From an optimization exercise on the open Yosys and OpenROAD flow, aimed at small area; shortcuts taken in it are not production practice. Function was checked by simulation only, so behaviour that the tests miss may differ from the original. Power and IR drop assume default switching activity.

== red ==
==> flow/design.v <==
`timescale 1 ns / 1 ps
module fifo_hold(q, ld_a, ld_b, nd, y);
	input q, ld_a, ld_b, nd;
	output y;
	assign y = ~((~q & ~ld_a) | (ld_b & nd));
endmodule
module fifo_aoi222(a0, s0, a1, s1, a2, s2, y);
	input a0, s0, a1, s1, a2, s2;
	output y;
	assign y = ~((a0 & s0) | (a1 & s1) | (a2 & s2));
endmodule
module fifo_load(reset, lo, hi, y);
	input reset, lo, hi;
	output y;
	assign y = (lo & hi) | reset;
endmodule
module fifo_ha(a, b, s, c);
	input a, b;
	output s, c;
	assign s = a ^ b;
	assign c = a & b;
endmodule
module fifo_xor2(a, b, y);
	input a, b;
	output y;
	assign y = a ^ b;
endmodule
module fifo_inv(a, y);
	input a;
	output y;
	assign y = ~a;
endmodule
module fifo_nand2(a, b, y);
	input a, b;
	output y;
	assign y = ~(a & b);
endmodule
module fifo_nand5(a, y);
	input [4:0] a;
	output y;
	assign y = ~&a;
endmodule
module fifo(clk,reset,r,w,data_in,out,full,empty,
	cnt_w_next,cnt_w,cnt_r_next,cnt_r);
	input clk,reset,r,w;
	input [7:0] data_in;
	output wire [7:0] out;
	output reg full,empty;
	output wire [3:0] cnt_w_next,cnt_r_next;
	output reg [3:0] cnt_w, cnt_r;
	wire [3:1] wc, rc;
	fifo_ha hw0 (.a(cnt_w[0]), .b(w),     .s(cnt_w_next[0]), .c(wc[1]));
	fifo_ha hw1 (.a(cnt_w[1]), .b(wc[1]), .s(cnt_w_next[1]), .c(wc[2]));
	fifo_ha hw2 (.a(cnt_w[2]), .b(wc[2]), .s(cnt_w_next[2]), .c(wc[3]));
	fifo_xor2 xw3 (.a(cnt_w[3]), .b(wc[3]), .y(cnt_w_next[3]));
	fifo_ha hr0 (.a(cnt_r[0]), .b(r),     .s(cnt_r_next[0]), .c(rc[1]));
	fifo_ha hr1 (.a(cnt_r[1]), .b(rc[1]), .s(cnt_r_next[1]), .c(rc[2]));
	fifo_ha hr2 (.a(cnt_r[2]), .b(rc[2]), .s(cnt_r_next[2]), .c(rc[3]));
	fifo_xor2 xr3 (.a(cnt_r[3]), .b(rc[3]), .y(cnt_r_next[3]));
	wire ptr_eq = (cnt_w_next == cnt_r_next);
	always @(posedge clk) begin
		if (reset) begin
			cnt_w <= 4'd0;
			cnt_r <= 4'd0;
			empty <= 1'b1;
			full  <= 1'b0;
		end else begin
			cnt_w <= cnt_w_next;
			cnt_r <= cnt_r_next;
			empty <= (ptr_eq & ~w & r) | (empty & ~w);
			full  <= (ptr_eq & w & ~r) | (full & ~r);
		end
	end
	wire [3:0] wlo, whi;
	assign wlo[0] = w & ~cnt_w[1] & ~cnt_w[0];
	assign wlo[1] = w & ~cnt_w[1] &  cnt_w[0];
	assign wlo[2] = w &  cnt_w[1] & ~cnt_w[0];
	assign wlo[3] = w &  cnt_w[1] &  cnt_w[0];
	assign whi[0] = ~cnt_w[3] & ~cnt_w[2];
	assign whi[1] = ~cnt_w[3] &  cnt_w[2];
	assign whi[2] =  cnt_w[3] & ~cnt_w[2];
	assign whi[3] =  cnt_w[3] &  cnt_w[2];
	wire nreset;
	wire [7:0] nd;
	fifo_inv ir (.a(reset), .y(nreset));
	wire [14:0] ld;
	reg [119:0] m;
	genvar k, b;
	generate
		for (b = 0; b < 8; b = b + 1) begin : din
			fifo_nand2 n (.a(data_in[b]), .b(nreset), .y(nd[b]));
		end
		for (k = 0; k < 15; k = k + 1) begin : slot
			fifo_load l (.reset(reset), .lo(wlo[k % 4]), .hi(whi[k / 4]), .y(ld[k]));
			for (b = 0; b < 8; b = b + 1) begin : bt
				wire y;
				fifo_hold u (.q(m[8*k+b]), .ld_a(ld[k]), .ld_b(ld[k]), .nd(nd[b]), .y(y));
				always @(posedge clk)
					m[8*k+b] <= y;
			end
		end
	endgenerate
	wire [3:0] rlo, rhi;
	assign rlo[0] = ~cnt_r[1] & ~cnt_r[0];
	assign rlo[1] = ~cnt_r[1] &  cnt_r[0];
	assign rlo[2] =  cnt_r[1] & ~cnt_r[0];
	assign rlo[3] =  cnt_r[1] &  cnt_r[0];
	assign rhi[0] = ~cnt_r[3] & ~cnt_r[2];
	assign rhi[1] = ~cnt_r[3] &  cnt_r[2];
	assign rhi[2] =  cnt_r[3] & ~cnt_r[2];
	assign rhi[3] =  cnt_r[3] &  cnt_r[2];
	wire [14:0] sel;
	generate
		for (k = 0; k < 15; k = k + 1) begin : rsel
			if (k == 13)
				assign sel[k] = rhi[3] & cnt_r[0] & (~cnt_r[1] | r);
			else
				assign sel[k] = rlo[k % 4] & rhi[k / 4];
		end
		for (b = 0; b < 8; b = b + 1) begin : rbit
			wire [4:0] t;
			for (k = 0; k < 5; k = k + 1) begin : grp
				fifo_aoi222 u (.a0(m[8*(3*k)+b]), .s0(sel[3*k]),
					.a1(m[8*(3*k+1)+b]), .s1(sel[3*k+1]),
					.a2(m[8*(3*k+2)+b]), .s2(sel[3*k+2]), .y(t[k]));
			end
			fifo_nand5 o (.a(t), .y(out[b]));
		end
	endgenerate
endmodule
export LEC_CHECK = 0
export CAP_MARGIN = 0
export CORE_MARGIN = 2
export CORE_UTILIZATION = 70
export PLACE_DENSITY = 0.8
export SLEW_MARGIN = 0
export SYNTH_HIERARCHICAL = 1
create_clock -name core_clock -period 5.0 [get_ports {clk}]
standard.sh (not shown) runs the stock make flow with config.mk's settings and CLKGATE_MAP_FILE= SYNTH_SCRIPT=/design/flow/synth_recipe.tcl, a recipe that flattens the netlist after the stock synthesis.
==> flow/flow/run.sh <==
#!/bin/bash
# Own layout flow: the standard flow (standard synthesis unchanged) with
#  - every combinational cell downsized after floorplan (repair re-sizes where needed),
#  - minimum-size buffers on the ports,
#  - a clock tree of small buffers without dummy loads.
set -euo pipefail
here=$(pwd)
export POST_FLOORPLAN_TCL=$here/flow/downsize.tcl
export BUFFER_PORTS_ARGS="-buffer_cell sky130_fd_sc_hd__buf_1"
export CTS_ARGS="-sink_clustering_enable -repair_clock_nets -buf_list sky130_fd_sc_hd__clkbuf_4 -sink_clustering_size 20 -sink_clustering_max_diameter 60 -dont_use_dummy_load"
bash standard.sh > $here/standard_flow.log 2>&1
==> flow/flow/downsize.tcl <==
# Replace every combinational cell by the smallest-area cell of the same
# family (same function, other drive strength); later repair steps size
# cells up again where slew, capacitance or timing need it.
set db [ord::get_db]
set block [ord::get_db_block]
set dont_use {}
if {[info exists ::env(DONT_USE_CELLS)]} { set dont_use $::env(DONT_USE_CELLS) }
set n 0
set saved 0.0
foreach inst [$block getInsts] {
  set m [$inst getMaster]
  set mn [$m getName]
  if {![regexp {^(sky130_fd_sc_hd__[a-z0-9]+)_(\d+)$} $mn -> base sz]} { continue }
  if {[regexp {^sky130_fd_sc_hd__(tap|fill|decap|lpflow|clkdly|dly|conb|probe)} $mn]} { continue }
  set best $m
  set best_area [expr {[$m getWidth] * [$m getHeight]}]
  foreach s {0 1 2 3 4 6 8 12 16} {
    set cn "${base}_$s"
    if {$cn eq $mn || [lsearch -exact $dont_use $cn] >= 0} { continue }
    set c [$db findMaster $cn]
    if {$c eq "NULL" || $c eq ""} { continue }
    set a [expr {[$c getWidth] * [$c getHeight]}]
    if {$a < $best_area} { set best $c; set best_area $a }
  }
  if {$best ne $m} {
    set saved [expr {$saved + ([$m getWidth] * [$m getHeight] - $best_area) / 1e6}]
    replace_cell [$inst getName] [$best getName]
    incr n
  }
}
puts "downsize: replaced $n cells, [format %.1f $saved] um2 less"
Changes in blue relative to red:
Settings: CAP_MARGIN now 5, was 0; SLEW_MARGIN now 5, was 0.
Results
Relative area of clock buffers and inverters in the final design came out exactly the same in blue and red. Changes observed in blue relative to red: number of buffers inserted by hold repair at cts roughly the same, total chip power roughly the same, global-route wire length before repair roughly the same, cell area roughly the same. The layout-stage area growth over the synthesis result of blue and that of red are within noise of each other. Global-route usage over all layers: red vs blue identical.


fifo, a different RTL version from the one above (not shown whole).
Size in the first run: ~410 cells after synthesis, about 130 flip-flops, about 38 I/O pins.
Settings: LEC_CHECK=0, CAP_MARGIN=20, CORE_MARGIN=2, CORE_UTILIZATION=70, GPL_TIMING_DRIVEN=0, PLACE_DENSITY=0.8, SLEW_MARGIN=20, SYNTH_HIERARCHICAL=1; clock period 5.0 ns.
Scripts as last shown in full above: flow/flow/run.sh, flow/flow/downsize.tcl
The first run completed with no timing, DRC or antenna violations.
Next try:
==> flow/run.sh (new file) <==
#!/bin/bash
# synth_recipe.tcl (not shown) runs the flow's synth.tcl, then flattens the netlist and writes it again
# the make line also repeats each setting of config.mk as NAME=value (left out here)
make -C /OpenROAD-flow-scripts/flow DESIGN_CONFIG=/design/flow/config.mk WORK_HOME=/design/flow/orfs CLKGATE_MAP_FILE= SYNTH_SCRIPT=/design/flow/synth_recipe.tcl finish
CORE_UTILIZATION = 80   (was 70)
CTS_BUF_LIST = sky130_fd_sc_hd__clkbuf_8   (was default)
CTS_CLUSTER_DIAMETER = 60   (was default)
CTS_CLUSTER_SIZE = 30   (was default)
GPL_TIMING_DRIVEN = default   (was 0)
PLACE_DENSITY = 0.9   (was 0.8)
removed: flow/flow/run.sh
removed: flow/flow/downsize.tcl
removed: flow/standard.sh
The new run completed with no timing, DRC or antenna violations. Total power rose by about 33%. Non-clock buffer count falls by 15. Sequential power climbs by about 4%.
Next try:
==> flow/flow/run.sh (new file) <==
#!/bin/bash
# Own layout flow: the standard flow (standard synthesis unchanged) with
#  - every combinational cell downsized after floorplan (repair re-sizes where needed),
#  - minimum-size buffers on the ports,
#  - a clock tree of small buffers without dummy loads.
set -euo pipefail
here=$(pwd)
export POST_FLOORPLAN_TCL=$here/flow/downsize.tcl
export BUFFER_PORTS_ARGS="-buffer_cell sky130_fd_sc_hd__buf_1"
export CTS_ARGS="-sink_clustering_enable -repair_clock_nets -buf_list sky130_fd_sc_hd__clkbuf_4 -sink_clustering_size 20 -sink_clustering_max_diameter 60 -dont_use_dummy_load"
bash standard.sh > $here/standard_flow.log 2>&1
==> flow/flow/downsize.tcl (new file) <==
# Replace every combinational cell by the smallest-area cell of the same
# family (same function, other drive strength); later repair steps size
# cells up again where slew, capacitance or timing need it.
set db [ord::get_db]
set block [ord::get_db_block]
set dont_use {}
if {[info exists ::env(DONT_USE_CELLS)]} { set dont_use $::env(DONT_USE_CELLS) }
set n 0
set saved 0.0
foreach inst [$block getInsts] {
  set m [$inst getMaster]
  set mn [$m getName]
  if {![regexp {^(sky130_fd_sc_hd__[a-z0-9]+)_(\d+)$} $mn -> base sz]} { continue }
  if {[regexp {^sky130_fd_sc_hd__(tap|fill|decap|lpflow|clkdly|dly|conb|probe)} $mn]} { continue }
  set best $m
  set best_area [expr {[$m getWidth] * [$m getHeight]}]
  foreach s {0 1 2 3 4 6 8 12 16} {
    set cn "${base}_$s"
    if {$cn eq $mn || [lsearch -exact $dont_use $cn] >= 0} { continue }
    set c [$db findMaster $cn]
    if {$c eq "NULL" || $c eq ""} { continue }
    set a [expr {[$c getWidth] * [$c getHeight]}]
    if {$a < $best_area} { set best $c; set best_area $a }
  }
  if {$best ne $m} {
    set saved [expr {$saved + ([$m getWidth] * [$m getHeight] - $best_area) / 1e6}]
    replace_cell [$inst getName] [$best getName]
    incr n
  }
}
puts "downsize: replaced $n cells, [format %.1f $saved] um2 less"
==> flow/standard.sh (new file) <==
#!/bin/bash
# synth_recipe.tcl (not shown) runs the flow's synth.tcl, then flattens the netlist and writes it again
# the make line also repeats each setting of config.mk as NAME=value (left out here)
make -C /OpenROAD-flow-scripts/flow DESIGN_CONFIG=/design/flow/config.mk WORK_HOME=/design/flow/orfs CLKGATE_MAP_FILE= SYNTH_SCRIPT=/design/flow/synth_recipe.tcl "${@:-finish}"
CAP_MARGIN = 5   (was 20)
CORE_UTILIZATION = 70   (was 80)
CTS_BUF_LIST = default   (was sky130_fd_sc_hd__clkbuf_8)
CTS_CLUSTER_DIAMETER = default   (was 60)
CTS_CLUSTER_SIZE = default   (was 30)
PLACE_DENSITY = 0.8   (was 0.9)
SLEW_MARGIN = 5   (was 20)
removed: flow/run.sh
What happened:
- The changed run finished clean
- flip-flop and latch count does not change
- cell area fell by 20%
- routed wire length fell by 29%
- count of clock-buffer cells in the layout fell by 1
- non-clock buffer count rose by 5
- die area rose by 14%
- final cell count rose by 2.2%

[separate check: timing with driven ports]
Ports are ideal in the flow. The routed layouts listed here were re-timed in OpenROAD.
Step 1 (the two cells are an assumption about what drives the block):
set clk [get_ports {clk}]
set_driving_cell -lib_cell sky130_fd_sc_hd__clkbuf_16 $clk
set_driving_cell -lib_cell sky130_fd_sc_hd__buf_2 [delete_from_list [all_inputs] $clk]
Step 2 also shifts input and output timing later by t, the mid clock arrival at the registers, as if the neighbouring blocks saw the same clock.
Three values: no drivers, after step 1, after step 2; two values: the first two.
| run | t, ns | setup WS [ns] | clock arrival spread, ns | worst register clock-pin slew, ns |
|---|---|---|---|---|
| red | 0.508 | 1.114 / 1.080 / 1.407 | 0.033 / 0.033 | 0.11 / 0.11 |
| blue | 0.508 | 1.114 / 1.080 / 1.407 | 0.033 / 0.033 | 0.11 / 0.11 |
| the first run of note 2 | 0.523 | 0.873 / 0.844 / 1.348 | 0.042 / 0.042 | 0.12 / 0.12 |
| the second run of note 2 | 0.481 | 0.386 / 0.353 / 0.558 | 0.015 / 0.015 | 0.09 / 0.09 |
| the third run of note 2 | 0.520 | 0.988 / 0.957 / 1.368 | 0.047 / 0.047 | 0.12 / 0.12 |
After both steps every run listed still meets setup and hold.
